From an optimization exercise on the open Yosys and OpenROAD flow, aimed at small area and a short achievable clock period; shortcuts taken in it are not production practice. Function was checked by simulation only, so behaviour that the tests miss may differ from the original. No activity file was given, so power comes from the tool's default toggle rates.

==> flow/design.v <==
`timescale 1ns / 1ps
module DataPath16BitCpu_Clean(Clk,Reset,Restart,Ins,Mem_Out,PC,A,ALU_Out,B,MemWrite);
    input Clk;                           
    input Reset;                         
    input Restart;                       
    input [15:0] Ins;                    
    input [15:0] Mem_Out;                
    output [15:0] PC;                    
    output [15:0] A;                     
    output [15:0] ALU_Out;               
    output [15:0] B;                     
    output MemWrite;                     
    wire [3:0] op = Ins[15:12];
    wire [3:0] rs = Ins[11:8];
    wire [3:0] rt = Ins[7:4];
    wire [3:0] rd = Ins[3:0];
    wire is_lw  = (op == 4'd8);
    wire is_sw  = (op == 4'd10);
    wire is_bne = (op == 4'd14);
    wire is_jmp = (op == 4'd15);
    wire is_r   = (op == 4'd0) | (op == 4'd1) | (op == 4'd2) | (op == 4'd6) | (op == 4'd7);
    wire we     = is_r | is_lw;
    wire [3:0] wa = op[3] ? rt : rd;     
    assign MemWrite = is_sw;
    wire [15:0] C;                       
    wire [15:0] wsel;                    
    wire [15:0] V;                       
    wire [255:0] Rf;
    genvar i;
    generate
        for (i = 0; i < 16; i = i + 1) begin : dec
            assign wsel[i] = we & (wa == i);
        end
    endgenerate
    genvar j;
    generate
        for (j = 0; j < 16; j = j + 1) begin : rf
            reg [15:0] q;
            always @(posedge Clk)
                if (wsel[j]) q <= C;
            assign Rf[j*16 +: 16] = q;
        end
    endgenerate
    reg [15:0] Vr;
    always @(posedge Clk or negedge Reset)
        if (~Reset) Vr <= 16'd0;
        else Vr <= Vr | wsel;
    assign V = Vr;
    RdPort    rdA  (.a(rs), .V(V), .Rf(Rf), .y(A));
    RdPort    rdB  (.a(rt), .V(V), .Rf(Rf), .y(B));
    AddrGen   agen (.A(A), .off(Ins[3:0]), .y(ALU_Out));
    wire ne;
    ALU16     alu  (.op(op), .A(A), .B(B), .Mem_Out(Mem_Out), .C(C), .ne(ne));
    reg [15:0] PCr;
    wire [15:0] PC_Next;
    PCNext    pcn  (.PC(PCr), .Ins(Ins), .taken(is_bne & ne), .jmp(is_jmp), .nxt(PC_Next));
    always @(posedge Clk or negedge Restart)
        if (~Restart) PCr <= 16'd0;
        else PCr <= PC_Next;
    assign PC = PCr;
endmodule
module RdPort(a, V, Rf, y);
    input [3:0] a;
    input [15:0] V;
    input [255:0] Rf;
    output [15:0] y;
    wire [15:0] s;
    genvar b, k;
    generate
        for (k = 0; k < 16; k = k + 1) begin : dec
            assign s[k] = (a == k) & V[k];
        end
        for (b = 0; b < 16; b = b + 1) begin : bit_
            wire [5:0] p;
            for (k = 0; k < 5; k = k + 1) begin : grp
                assign p[k] = (s[3*k] & Rf[(3*k)*16 + b]) | (s[3*k+1] & Rf[(3*k+1)*16 + b])
                            | (s[3*k+2] & Rf[(3*k+2)*16 + b]);
            end
            assign p[5] = s[15] & Rf[15*16 + b];
            assign y[b] = (p[0] | p[1] | p[2]) | (p[3] | p[4] | p[5]);
        end
    endgenerate
endmodule
module AddrGen(A, off, y);
    input [15:0] A;
    input [3:0] off;
    output [15:0] y;
    wire [3:0] g = A[3:0] & off;
    wire [3:0] p = A[3:0] ^ off;
    wire c1 = g[0];
    wire c2 = g[1] | (p[1] & g[0]);
    wire c3 = g[2] | (p[2] & g[1]) | (p[2] & p[1] & g[0]);
    wire c4 = g[3] | (p[3] & g[2]) | (p[3] & p[2] & g[1]) | (p[3] & p[2] & p[1] & g[0]);
    wire [15:4] ones, zeros;             
    assign ones[4] = 1'b1;
    assign zeros[4] = 1'b1;
    genvar i;
    generate
        for (i = 5; i < 16; i = i + 1) begin : pfx
            assign ones[i]  = &A[i-1:4];
            assign zeros[i] = ~|A[i-1:4];
        end
    endgenerate
    wire [15:4] hi1 = off[3] ? A[15:4] : A[15:4] ^ ones;     
    wire [15:4] hi0 = off[3] ? A[15:4] ^ zeros : A[15:4];    
    assign y = {c4 ? hi1 : hi0, p ^ {c3, c2, c1, 1'b0}};
endmodule
module ALU16(op, A, B, Mem_Out, C, ne);
    input [3:0] op;
    input [15:0] A, B, Mem_Out;
    output [15:0] C;
    output ne;
    wire sub = op[2];                    
    wire [15:0] y = B ^ {16{sub}};
    wire [15:0] sum;
    Add16 add (.a(A), .b(y), .ci(sub), .s(sum), .ne(ne));   
    reg [15:0] res;
    always @(*)
        case (op[2:0])
            3'd0: res = A & B;
            3'd1: res = A | B;
            3'd7: res = {16{sum[15]}};
            default: res = sum;          
        endcase
    assign C = op[3] ? Mem_Out : res;    
endmodule
module PCNext(PC, Ins, taken, jmp, nxt);
    input [15:0] PC;
    input [15:0] Ins;
    input taken, jmp;
    output [15:0] nxt;
    wire [4:0] k = taken ? {Ins[3], Ins[3:0]} + 5'd1 : 5'd1;    
    assign nxt = jmp ? Ins : PC + {{11{k[4]}}, k};
endmodule
module Add16(a, b, ci, s, ne);
    input [15:0] a, b;
    input ci;
    output [15:0] s;
    output ne;                           
    assign s = a + b + {15'd0, ci};
    assign ne = ~&(a ^ b);
endmodule
==> flow/config.mk <==
export PLATFORM = sky130hd
export DESIGN_NAME = DataPath16BitCpu_Clean
export DESIGN_NICKNAME = DataPath16BitCpu_Clean
export VERILOG_FILES = /design/flow/design.v
export SDC_FILE = /design/flow/constraint.sdc
export NUM_CORES = 4
export LEC_CHECK = 0
export CAP_MARGIN = 20
export CORE_MARGIN = 2
export CORE_UTILIZATION = 60
export PLACE_DENSITY = 0.75
export SLEW_MARGIN = 20
==> flow/constraint.sdc <==
create_clock -name core_clock -period 14.0 [get_ports {Clk}]
set_input_delay 2.8000 -clock core_clock [delete_from_list [all_inputs] [get_ports {Clk}]]
set_output_delay 2.8000 -clock core_clock [all_outputs]
set_load 0.01 [all_outputs]
standard.sh (not shown) runs the stock make flow with config.mk's settings and CLKGATE_MAP_FILE= SYNTH_SCRIPT=/design/flow/synth_recipe.tcl, a recipe that flattens the netlist after the stock synthesis.
==> flow/flow/run.sh <==
#!/bin/bash
# Layout flow: the standard flow (standard.sh) with these changes:
#  - synthesis is the standard flow's synthesis script (flow/synth.tcl) with other ABC
#    mapping scripts: modules on the input-to-output paths (RdPort AddrGen) are mapped
#    for delay (flow/fast.abc), the rest for area (flow/area.abc); the
#    half/full-adder extraction is off. Registers are unchanged.
#  - port buffers are plain buf_4 cells;
#  - setup repair aims for a slack margin of 5 ns.
# Each step's full output goes to its own log file here.
set -euo pipefail
F=$(pwd)/flow
MY_ABC_SCRIPT=$F/area.abc MY_ABC_FAST_SCRIPT=$F/fast.abc MY_ABC_FAST_MODULES="RdPort AddrGen" \
  bash standard.sh SYNTH_SCRIPT=$F/synth.tcl ADDER_MAP_FILE= SYNTH_HIERARCHICAL=1 SYNTH_MINIMUM_KEEP_SIZE=0 synth > synth.log 2>&1
bash standard.sh "BUFFER_PORTS_ARGS=-buffer_cell sky130_fd_sc_hd__buf_4" SETUP_SLACK_MARGIN=5  "CTS_ARGS=-sink_clustering_enable -repair_clock_nets -dont_use_dummy_load -buf_list {sky130_fd_sc_hd__clkbuf_4 sky130_fd_sc_hd__clkbuf_8} -sink_clustering_size 20 -sink_clustering_max_diameter 50" "BUFFER_PORTS_ARGS=-buffer_cell sky130_fd_sc_hd__buf_1" finish > layout.log 2>&1
==> flow/flow/area.abc <==
strash; dc2; &get -n; &dch -f; &nf -R 1000; &put
==> flow/flow/fast.abc <==
&get -n; &st; &dch; &nf; &put
==> flow/flow/synth.tcl <==
# The standard flow's synthesis script (synth_recipe.tcl) with one change: the ABC mapping
# script. MY_ABC_SCRIPT replaces ORFS's script; with SYNTH_HIERARCHICAL 1, the
# modules named in MY_ABC_FAST_MODULES are mapped with MY_ABC_FAST_SCRIPT
# instead. Registers are not touched by ABC.
proc synth {args} { yosys synth -nofsm -noshare {*}$args }
proc abc {args} {
  set i [lsearch -exact $args -script]
  if { $i < 0 || ![info exists ::env(MY_ABC_SCRIPT)] } {
    yosys abc {*}$args
    return
  }
  set fast {}
  if { [info exists ::env(MY_ABC_FAST_MODULES)] } { set fast $::env(MY_ABC_FAST_MODULES) }
  if { [llength $fast] > 0 } {
    set fargs $args
    lset fargs [expr {$i + 1}] $::env(MY_ABC_FAST_SCRIPT)
    yosys abc {*}$fargs {*}$fast
    # the rest: ABC leaves the cells mapped above alone
    lset args [expr {$i + 1}] $::env(MY_ABC_SCRIPT)
    yosys abc {*}$args
  } else {
    lset args [expr {$i + 1}] $::env(MY_ABC_SCRIPT)
    yosys abc {*}$args
  }
}
source $::env(SCRIPTS_DIR)/synth.tcl
# left out here: clear keep_hierarchy, flatten, clean up, hide names made inside functions, write 1_2_yosys.v
The baseline went through all stages and came out clean.
Change:
==> flow/flow/run.sh (replaced) <==
#!/bin/bash
# Layout flow: the standard flow (standard.sh) with these changes:
#  - synthesis is the standard flow's synthesis script (flow/synth.tcl) with other ABC
#    mapping scripts: modules on the input-to-output paths (RdPort AddrGen Add16) are mapped
#    for delay (flow/fast.abc), the rest for area (flow/area.abc); the
#    half/full-adder extraction is off. Registers are unchanged.
#  - port buffers are plain buf_4 cells;
#  - setup repair aims for a slack margin of 5.5 ns.
# Each step's full output goes to its own log file here.
set -euo pipefail
F=$(pwd)/flow
MY_ABC_SCRIPT=$F/area.abc MY_ABC_FAST_SCRIPT=$F/fast.abc MY_ABC_FAST_MODULES="RdPort AddrGen Add16" \
  bash standard.sh SYNTH_SCRIPT=$F/synth.tcl ADDER_MAP_FILE= SYNTH_HIERARCHICAL=1 SYNTH_MINIMUM_KEEP_SIZE=0 synth > synth.log 2>&1
bash standard.sh "BUFFER_PORTS_ARGS=-buffer_cell sky130_fd_sc_hd__buf_4" SETUP_SLACK_MARGIN=5.5  "CTS_ARGS=-sink_clustering_enable -repair_clock_nets -dont_use_dummy_load -buf_list {sky130_fd_sc_hd__clkbuf_4 sky130_fd_sc_hd__clkbuf_8} -sink_clustering_size 20 -sink_clustering_max_diameter 50" "BUFFER_PORTS_ARGS=-buffer_cell sky130_fd_sc_hd__buf_2" finish > layout.log 2>&1
--- a/flow/config.mk
+++ b/flow/config.mk
@@ -9,4 +9,4 @@
 export CORE_MARGIN = 2
-export CORE_UTILIZATION = 60
-export PLACE_DENSITY = 0.75
+export CORE_UTILIZATION = 40
+export PLACE_DENSITY = 0.6
 export SLEW_MARGIN = 20
What happened: The new run produced a clean layout; clock-buffer cell count rises by 2; via count grows by a few percent; flip-flop and latch count does not change; final area went up by a little under a tenth; die area is higher by well over a third; synthesized cell count goes up slightly; clock skew fell by 0.018 ns.
Change:
--- a/flow/flow/run.sh
+++ b/flow/flow/run.sh
@@ -7,3 +7,3 @@
 #  - port buffers are plain buf_4 cells;
-#  - setup repair aims for a slack margin of 5.5 ns.
+#  - setup repair aims for a slack margin of 5 ns.
 # Each step's full output goes to its own log file here.
@@ -13,2 +13,2 @@
   bash standard.sh SYNTH_SCRIPT=$F/synth.tcl ADDER_MAP_FILE= SYNTH_HIERARCHICAL=1 SYNTH_MINIMUM_KEEP_SIZE=0 synth > synth.log 2>&1
-bash standard.sh "BUFFER_PORTS_ARGS=-buffer_cell sky130_fd_sc_hd__buf_4" SETUP_SLACK_MARGIN=5.5  "CTS_ARGS=-sink_clustering_enable -repair_clock_nets -dont_use_dummy_load -buf_list {sky130_fd_sc_hd__clkbuf_4 sky130_fd_sc_hd__clkbuf_8} -sink_clustering_size 20 -sink_clustering_max_diameter 50" "BUFFER_PORTS_ARGS=-buffer_cell sky130_fd_sc_hd__buf_2" finish > layout.log 2>&1
+bash standard.sh "BUFFER_PORTS_ARGS=-buffer_cell sky130_fd_sc_hd__buf_4" SETUP_SLACK_MARGIN=5  "CTS_ARGS=-sink_clustering_enable -repair_clock_nets -dont_use_dummy_load -buf_list {sky130_fd_sc_hd__clkbuf_4 sky130_fd_sc_hd__clkbuf_8} -sink_clustering_size 20 -sink_clustering_max_diameter 50" "BUFFER_PORTS_ARGS=-buffer_cell sky130_fd_sc_hd__buf_2" finish > layout.log 2>&1
--- a/flow/config.mk
+++ b/flow/config.mk
@@ -9,4 +9,4 @@
 export CORE_MARGIN = 2
-export CORE_UTILIZATION = 40
-export PLACE_DENSITY = 0.6
+export CORE_UTILIZATION = 55
+export PLACE_DENSITY = 0.7
 export SLEW_MARGIN = 20
Clock skew came out lower by 0.0094 ns.
Via count came out lower by 1.3%.
Design area came out lower by 5.6%.
Routed wire length came out lower by 8.6%.
Critical path depth came out lower by 2.
Non-clock buffer count came out lower by 44.
Sequential share of layout area came out higher by 3.0 points.
Die area came out lower by 27%.
Global-route usage came out higher by 7.7 points.
Power came out lower by 3.3%.
Change:
--- a/flow/flow/run.sh
+++ b/flow/flow/run.sh
@@ -3,3 +3,3 @@
 #  - synthesis is the standard flow's synthesis script (flow/synth.tcl) with other ABC
-#    mapping scripts: modules on the input-to-output paths (RdPort AddrGen Add16) are mapped
+#    mapping scripts: modules on the input-to-output paths (RdPort AddrGen) are mapped
 #    for delay (flow/fast.abc), the rest for area (flow/area.abc); the
@@ -11,3 +11,3 @@
 F=$(pwd)/flow
-MY_ABC_SCRIPT=$F/area.abc MY_ABC_FAST_SCRIPT=$F/fast.abc MY_ABC_FAST_MODULES="RdPort AddrGen Add16" \
+MY_ABC_SCRIPT=$F/area.abc MY_ABC_FAST_SCRIPT=$F/fast.abc MY_ABC_FAST_MODULES="RdPort AddrGen" \
   bash standard.sh SYNTH_SCRIPT=$F/synth.tcl ADDER_MAP_FILE= SYNTH_HIERARCHICAL=1 SYNTH_MINIMUM_KEEP_SIZE=0 synth > synth.log 2>&1
What happened: Total power fell by 3.5%. Core utilization rose by 0.56 points. Sequential power stays flat. Global-route usage rose by 0.14 points. Setup slack got worse by 0.013 ns. Worst hold slack improved by 0.011 ns. Cell count fell by 1.5%. Design area fell by 1.1%. Combinational power fell by about 10%. Synthesized cell count fell by 1.5%.

what the ideal ports hide:
How much do the figures lean on ideal ports? The routed layouts below were timed once more, with nothing changed but the port constraints.
Step 1 assumes that a clkbuf_16 drives the clock port and a buf_2 every other input.
Step 2 also shifts input and output timing later by t, the mid clock arrival at the registers, as if the neighbouring blocks saw the same clock.
Three values: no drivers, after step 1, after step 2; two values: the first two.
| run | t (ns) | slack for setup (ns) | worst setup path at the end |
|---|---|---|---|
| the first run | 0.601 | 5.086 / 5.056 / 4.733 | input to register |
| the second run | 0.633 | 5.422 / 5.381 / 4.942 | input to register |
| the third run | 0.613 | 5.115 / 5.092 / 4.774 | input to register |
| the fourth run | 0.617 | 5.102 / 5.081 / 4.638 | input to register |
After both steps every run listed still meets setup and hold. For the second run, which loses most, drivers alone change the setup slack by -0.041 ns; drivers and shift together by -0.480 ns.
